Context: an optimization exercise on an open-source flow, tuned for small area, a short achievable clock period and few clock cycles. The choices shown serve that exercise and are no tape-out recipe.
Function was checked by simulation only, so behaviour that the tests miss may differ from the original.
Power and IR drop assume default switching activity.

// TPU
module TPU (
	clk,
	rst_n,
	in_valid,
	K,
	M,
	N,
	busy,
	A_index,
	A_data_out,
	B_index,
	B_data_out,
	C_wr_en,
	C_index,
	C_data_in
);
input            clk;
input            rst_n;
input            in_valid;
input  [7:0]     K;
input  [7:0]     M;
input  [7:0]     N;
output           busy;
output [15:0]    A_index;
input  [31:0]    A_data_out;
output [15:0]    B_index;
input  [31:0]    B_data_out;
output reg       C_wr_en;
output [15:0]    C_index;
output [127:0]   C_data_in;
wire [7:0] A_idx, B_idx, C_idx;
wire       fetch_v;
wire [3:0] first_row, wr_row;
TPU_fsm ctrl (
	.clk(clk),
	.rst_n(rst_n),
	.in_valid(in_valid),
	.K(K),
	.M(M),
	.N(N),
	.busy(busy),
	.A_idx(A_idx),
	.B_idx(B_idx),
	.fetch_v(fetch_v),
	.first_row(first_row),
	.wr_row(wr_row),
	.C_idx(C_idx)
);
assign A_index = {8'd0, A_idx};
assign B_index = {8'd0, B_idx};
assign C_index = {8'd0, C_idx};
reg [31:0] a_word, b_word;
always @(posedge clk) begin
	a_word <= fetch_v ? A_data_out : 32'd0;
	b_word <= B_data_out;
end
wire [167:0] row0, row1, row2, row3;
systolic_array sa (
	.clk(clk),
	.a_word(a_word),
	.b_word(b_word),
	.first(first_row),
	.row0(row0),
	.row1(row1),
	.row2(row2),
	.row3(row3)
);
wire [167:0] sel = ({168{wr_row[0]}} & row0) | ({168{wr_row[1]}} & row1) |
                   ({168{wr_row[2]}} & row2) | ({168{wr_row[3]}} & row3);
reg [83:0] c_row;
always @(posedge clk) begin
	if (!rst_n)
  ...
Settings: LEC_CHECK=0, CAP_MARGIN=20, CORE_MARGIN=2, CORE_UTILIZATION=50, CTS_CLUSTER_DIAMETER=100, CTS_CLUSTER_SIZE=20, SLEW_MARGIN=20, SYNTH_HIERARCHICAL=1, SYNTH_MINIMUM_KEEP_SIZE=0; clock period 10.0 ns.
standard.sh (not shown) runs the stock make flow with config.mk's settings and CLKGATE_MAP_FILE= SYNTH_SCRIPT=/design/flow/synth_recipe.tcl, a recipe that flattens the netlist after the stock synthesis.
==> flow/flow/run.sh <==
#!/bin/bash
set -euo pipefail
MARGIN=$(cat flow/margin.txt)
bash standard.sh SETUP_SLACK_MARGIN=$MARGIN \
  "BUFFER_PORTS_ARGS=-inputs -outputs -buffer_cell sky130_fd_sc_hd__buf_2" \
  finish > standard.log 2>&1
==> flow/flow/margin.txt <==
6.6
The first run produced a clean layout.
Testbench counts at the start, summed over its fixed seeds: cycles 19,071.
Edit:
==> flow/flow/margin.txt (replaced) <==
6.8
After rerunning: The new run ran to the end with no violations. Power is higher by 1.7%. Global-route usage is higher by 0.53 points. Clock power is about the same. Count of clock-buffer cells in the layout does not change. Worst hold slack degrades by 19 ps. Sequential share of layout area is lower by 0.74 points. Synthesized area stays the same. Sequential power is higher by about 0.9%. Routed wire length is higher by 6.1%. Sequential cell count is unchanged. Setup slack improves by 70 ps.
Edit:
==> flow/flow/margin.txt (replaced) <==
6.7
Outcome: Final area goes down by 2.6%. Setup slack improved by 3.8 ps. Register-to-register slack got worse by 80 ps. Clock skew goes down by 23 ps. Final cell count goes down by 0.81%. Clock power goes up by about 6%. Hold slack improved by 13 ps. Routed wire length goes down by 6.0%. Combinational power goes down by about 4%. Via count goes down by 1.9%.

* * *

Another version of the RTL of TPU (not shown whole).
For scale: roughly 6,100 cells after synthesis, roughly 270 I/O pins, about 67,000 µm² of cells after synthesis.
Design TPU, start of the top module:
module TPU (
	clk,
	rst_n,
	in_valid,
	K,
	M,
	N,
	busy,
	A_index,
	A_data_out,
	B_index,
	B_data_out,
	C_wr_en,
	C_index,
	C_data_in
);
clock: 10.0 ns
lec_check: 0
cap_margin: 20
core_margin: 2
core_utilization: 40
cts_cluster_diameter: 100
cts_cluster_size: 20
slew_margin: 20
synth_hierarchical: 1
synth_minimum_keep_size: 0
==> flow/flow/margin.txt <==
7.0
Scripts as last shown in full above: flow/flow/run.sh
The first run passed the timing, DRC and antenna checks.
Testbench counts at the start, summed over its fixed seeds: cycles 19,071.
Change:
==> flow/flow/margin.txt (replaced) <==
6.9
CORE_UTILIZATION = 50   (was 40)
Outcome:
- The new run finished clean
- fmax is higher by about 1%
- global-route usage is higher by 4.9 points
- clock-buffer cell count is higher by 3
- hold slack loses 0.0072 ns
- total power is lower by about 1.9%
- sequential share of layout area is higher by 1.3 points
- combinational power is lower by about 4%
- core utilization is higher by 9.1 points

* * *

TPU again, from the RTL that the note above started with.
==> flow/config.mk <==
export PLATFORM = sky130hd
export DESIGN_NAME = TPU
export DESIGN_NICKNAME = TPU
export VERILOG_FILES = /design/flow/design.v
export SDC_FILE = /design/flow/constraint.sdc
export NUM_CORES = 4
export LEC_CHECK = 0
export CAP_MARGIN = 20
export CORE_MARGIN = 2
export CORE_UTILIZATION = 40
export CTS_CLUSTER_DIAMETER = 100
export CTS_CLUSTER_SIZE = 20
export SLEW_MARGIN = 20
export SYNTH_HIERARCHICAL = 1
export SYNTH_MINIMUM_KEEP_SIZE = 0
==> flow/constraint.sdc <==
create_clock -name core_clock -period 10.0 [get_ports {clk}]
set_input_delay 2.0000 -clock core_clock [delete_from_list [all_inputs] [get_ports {clk}]]
set_output_delay 2.0000 -clock core_clock [all_outputs]
set_load 0.01 [all_outputs]
==> flow/flow/run.sh <==
#!/bin/bash
set -euo pipefail
MARGIN=$(cat flow/margin.txt)
bash standard.sh SETUP_SLACK_MARGIN=$MARGIN finish > standard.log 2>&1
==> flow/flow/margin.txt <==
6.2
The first run finished with timing, DRC and antenna clean.
Testbench counts at the start, summed over its fixed seeds: cycles 19,071.
Then changed:
==> flow/flow/run.sh (replaced) <==
#!/bin/bash
set -euo pipefail
MARGIN=$(cat flow/margin.txt)
bash standard.sh SETUP_SLACK_MARGIN=$MARGIN \
  "BUFFER_PORTS_ARGS=-inputs -outputs -buffer_cell sky130_fd_sc_hd__buf_2" \
  finish > standard.log 2>&1
==> flow/flow/margin.txt (replaced) <==
6.8
- CORE_UTILIZATION: 40 -> 50
Effect: The new run ran to the end with no violations; wire length went up by 3.7%; hold slack hardly moves; setup slack gets better by 0.54 ns.
Then changed:
- CORE_UTILIZATION: 50 -> 60
Worst setup slack loses 0.094 ns.
Utilization goes up by 11 points.
Clock power drops by a little under a tenth.
Hold slack is better by 0.0085 ns.
Global-route usage rose by 5.8 points.
Sequential power is about the same.
Wire length went up slightly.

* * *

Setup of fjord:
TPU again, from the RTL that the note above started with.
==> flow/design.v (excerpt) <==
module TPU (
	clk,
	rst_n,
	in_valid,
	K,
	M,
	N,
	busy,
	A_index,
	A_data_out,
	B_index,
	B_data_out,
	C_wr_en,
	C_index,
	C_data_in
);
input            clk;
input            rst_n;
input            in_valid;
input  [7:0]     K;
input  [7:0]     M;
input  [7:0]     N;
output           busy;
output [15:0]    A_index;
input  [31:0]    A_data_out;
output [15:0]    B_index;
input  [31:0]    B_data_out;
output reg       C_wr_en;
output [15:0]    C_index;
output [127:0]   C_data_in;
wire [7:0] A_idx, B_idx, C_idx;
wire       fetch_v;
wire [3:0] first_row, wr_row;
TPU_fsm ctrl (
	.clk(clk),
	.rst_n(rst_n),
	.in_valid(in_valid),
	.K(K),
	.M(M),
	.N(N),
	.busy(busy),
	.A_idx(A_idx),
	.B_idx(B_idx),
	.fetch_v(fetch_v),
	.first_row(first_row),
	.wr_row(wr_row),
	.C_idx(C_idx)
);
assign A_index = {8'd0, A_idx};
assign B_index = {8'd0, B_idx};
assign C_index = {8'd0, C_idx};
reg [31:0] a_word, b_word;
always @(posedge clk) begin
	a_word <= fetch_v ? A_data_out : 32'd0;
	b_word <= B_data_out;
end
wire [167:0] row0, row1, row2, row3;
systolic_array sa (
	.clk(clk),
	.a_word(a_word),
	.b_word(b_word),
	.first(first_row),
	.row0(row0),
	.row1(row1),
	.row2(row2),
	.row3(row3)
);
wire [167:0] sel = ({168{wr_row[0]}} & row0) | ({168{wr_row[1]}} & row1) |
                   ({168{wr_row[2]}} & row2) | ({168{wr_row[3]}} & row3);
reg [83:0] c_row;
always @(posedge clk) begin
	if (!rst_n)
  ...
export LEC_CHECK = 0
export CAP_MARGIN = 20
export CORE_MARGIN = 2
export CORE_UTILIZATION = 40
export CTS_CLUSTER_DIAMETER = 100
export CTS_CLUSTER_SIZE = 20
export SLEW_MARGIN = 20
export SYNTH_HIERARCHICAL = 1
export SYNTH_MINIMUM_KEEP_SIZE = 0
create_clock -name core_clock -period 10.0 [get_ports {clk}]
==> flow/flow/run.sh <==
#!/bin/bash
set -euo pipefail
MARGIN=$(cat flow/margin.txt)
bash standard.sh SETUP_SLACK_MARGIN=$MARGIN \
  "BUFFER_PORTS_ARGS=-inputs -outputs -buffer_cell sky130_fd_sc_hd__buf_2" \
  finish > standard.log 2>&1
==> flow/flow/margin.txt <==
6.8
Testbench counts of fjord, summed over its fixed seeds: cycles 19,071.
Modified inputs, sierra compared to fjord
==> flow/flow/run.sh <==
#!/bin/bash
set -euo pipefail
MARGIN=$(cat flow/margin.txt)
bash standard.sh SETUP_SLACK_MARGIN=$MARGIN finish > standard.log 2>&1
==> flow/flow/margin.txt <==
6.5
### Flow results
- sierra went all the way through synthesis, placement and routing and the layout is clean on timing, DRC and antenna.
- Diff sierra..fjord | die outline area | unchanged
- Between sierra and fjord, the difference in worst hold slack is negligible.
- Compared to fjord, sierra has fmax 4.6% lower.
- Worst ir drop on vdd of sierra falls short of that of fjord by a few percent.
- From fjord to sierra the numbers moved as follows: maximum fanout count along the critical path was more or less identical; global-route wire length before repair went down by 2.6%; smallest setup slack after layout went down by 0.16 ns; final area went down by 2.6%; met2 wire length went down by 6100 µm.
- Max routed via count divided by cell count across sierra and fjord: fjord
- Compare sierra and fjord | minimum clock period higher: sierra
- A cell with the largest stage delay on the worst path of sky130_fd_sc_hd__dfxtp_4 is what fjord shows, while sky130_fd_sc_hd__dlygate4sd2_1 belongs to sierra.
### sierra -> indigo
==> flow/flow/run.sh <==
#!/bin/bash
set -euo pipefail
MARGIN=$(cat flow/margin.txt)
bash standard.sh SETUP_SLACK_MARGIN=$MARGIN \
  "BUFFER_PORTS_ARGS=-inputs -outputs -buffer_cell sky130_fd_sc_hd__buf_2" \
  finish > standard.log 2>&1
==> flow/flow/margin.txt <==
6.65
==> comparison <==
indigo improves on sierra in maximum frequency. CTS buffer count, sierra and indigo: lower on indigo. Compared indigo against sierra; global routing usage on met2 within noise. Side by side, data required time of the worst path turned out higher in indigo than in sierra. Looking at ratio of final minimum period to clock period, indigo sits 1.1 points below sierra.
Changes in pepper relative to indigo:
# indigo
export LEC_CHECK = 0
export CAP_MARGIN = 20
export CORE_MARGIN = 2
export CORE_UTILIZATION = 40
export CTS_CLUSTER_DIAMETER = 100
export CTS_CLUSTER_SIZE = 20
export SLEW_MARGIN = 20
export SYNTH_HIERARCHICAL = 1
export SYNTH_MINIMUM_KEEP_SIZE = 0
create_clock -name core_clock -period 10.0 [get_ports {clk}]
# pepper
export LEC_CHECK = 0
export CAP_MARGIN = 20
export CORE_MARGIN = 2
export CORE_UTILIZATION = 40
export CTS_CLUSTER_DIAMETER = 100
export CTS_CLUSTER_SIZE = 20
export SLEW_MARGIN = 20
export SYNTH_HIERARCHICAL = 1
export SYNTH_MINIMUM_KEEP_SIZE = 0
export TNS_END_PERCENT = 50
create_clock -name core_clock -period 10.0 [get_ports {clk}]
==> flow/flow/margin.txt <==
6.9
Notes after the runs:
Part of the power in the clock network: pepper vs indigo — no meaningful difference. Sort indigo and pepper by total power desc -> top: pepper. The maximum achievable frequency of pepper is higher than that of indigo. Of indigo and pepper, the lower minimum clock period after layout belongs to pepper. Comparing global-route wire length before repair for indigo and pepper, the bigger number came from pepper. When the final numbers for indigo and pepper were put side by side, the final-layout non-clock buffer area share turned out to be smaller in indigo. indigo -> pepper: via count increased by a few percent. reg -> out as the kind of critical path was reported by pepper, and reg -> reg by indigo. As far as sequential cell count is concerned, indigo and pepper perform about the same. pepper: met2 track demand over resource higher than indigo. Sort indigo and pepper by overall track demand over capacity in global routing desc -> top: pepper. Fraction of standard cell area in multi-input logic is higher on indigo.

what the ideal ports hide:
How much do the figures lean on ideal ports? The routed layouts below were timed once more, with nothing changed but the port constraints.
Step 1 sets driving cells, clkbuf_16 on the clock port and buf_2 on the other inputs (assumed; they add their load-dependent delay and slew).
Step 2 adds t to the input delays and takes it off the output delays; t is the mean of the earliest and latest rising clock arrival at the registers after step 1. Input paths then give back, and output paths get back, about the clock's delay inside the block.
Three values: no drivers, after step 1, after step 2; two values: the first two.
| run | t, ns | setup slack, ns | worst hold slack (ns) | clock arrival spread, ns | worst slew at a driven data input, ns |
|---|---|---|---|---|---|
| the first run of note 1 | 0.788 | 6.665 / 6.585 / 6.195 | 0.325 / 0.325 / 0.325 | 0.029 / 0.029 | 0.13 |
| the second run of note 1 | 0.794 | 6.735 / 6.655 / 6.331 | 0.306 / 0.306 / 0.306 | 0.051 / 0.050 | 0.08 |
| the third run of note 1 | 0.768 | 6.739 / 6.660 / 6.292 | 0.319 / 0.319 / 0.319 | 0.029 / 0.029 | 0.09 |
| the first run of note 2 | 0.778 | 6.740 / 6.656 / 6.567 | 0.327 / 0.327 / 0.327 | 0.050 / 0.050 | 0.10 |
| the second run of note 2 | 0.780 | 6.773 / 6.690 / 6.608 | 0.319 / 0.319 / 0.319 | 0.040 / 0.040 | 0.09 |
| the first run of note 3 | 0.776 | 6.251 / 6.173 / 6.161 | 0.314 / 0.314 / 0.314 | 0.043 / 0.043 | 0.10 |
| the second run of note 3 | 0.754 | 6.795 / 6.721 / 6.710 | 0.312 / 0.312 / 0.312 | 0.026 / 0.026 | 0.07 |
| the third run of note 3 | 0.792 | 6.701 / 6.620 / 6.665 | 0.320 / 0.320 / 0.320 | 0.031 / 0.032 | 0.10 |
| fjord | 0.802 | 6.706 / 6.625 / 6.631 | 0.316 / 0.316 / 0.316 | 0.060 / 0.060 | 0.09 |
| sierra | 0.779 | 6.547 / 6.465 / 6.090 | 0.313 / 0.313 / 0.313 | 0.048 / 0.048 | 0.09 |
| indigo | 0.776 | 6.661 / 6.623 / 6.661 | 0.325 / 0.325 / 0.325 | 0.041 / 0.040 | 0.10 |
| pepper | 0.794 | 6.711 / 6.626 / 6.692 | 0.311 / 0.311 / 0.311 | 0.054 / 0.054 | 0.09 |
After both steps setup and hold are still met in every run listed. For the first run of note 1, which loses most, drivers alone change the setup slack by -0.080 ns; drivers and shift together by -0.470 ns.
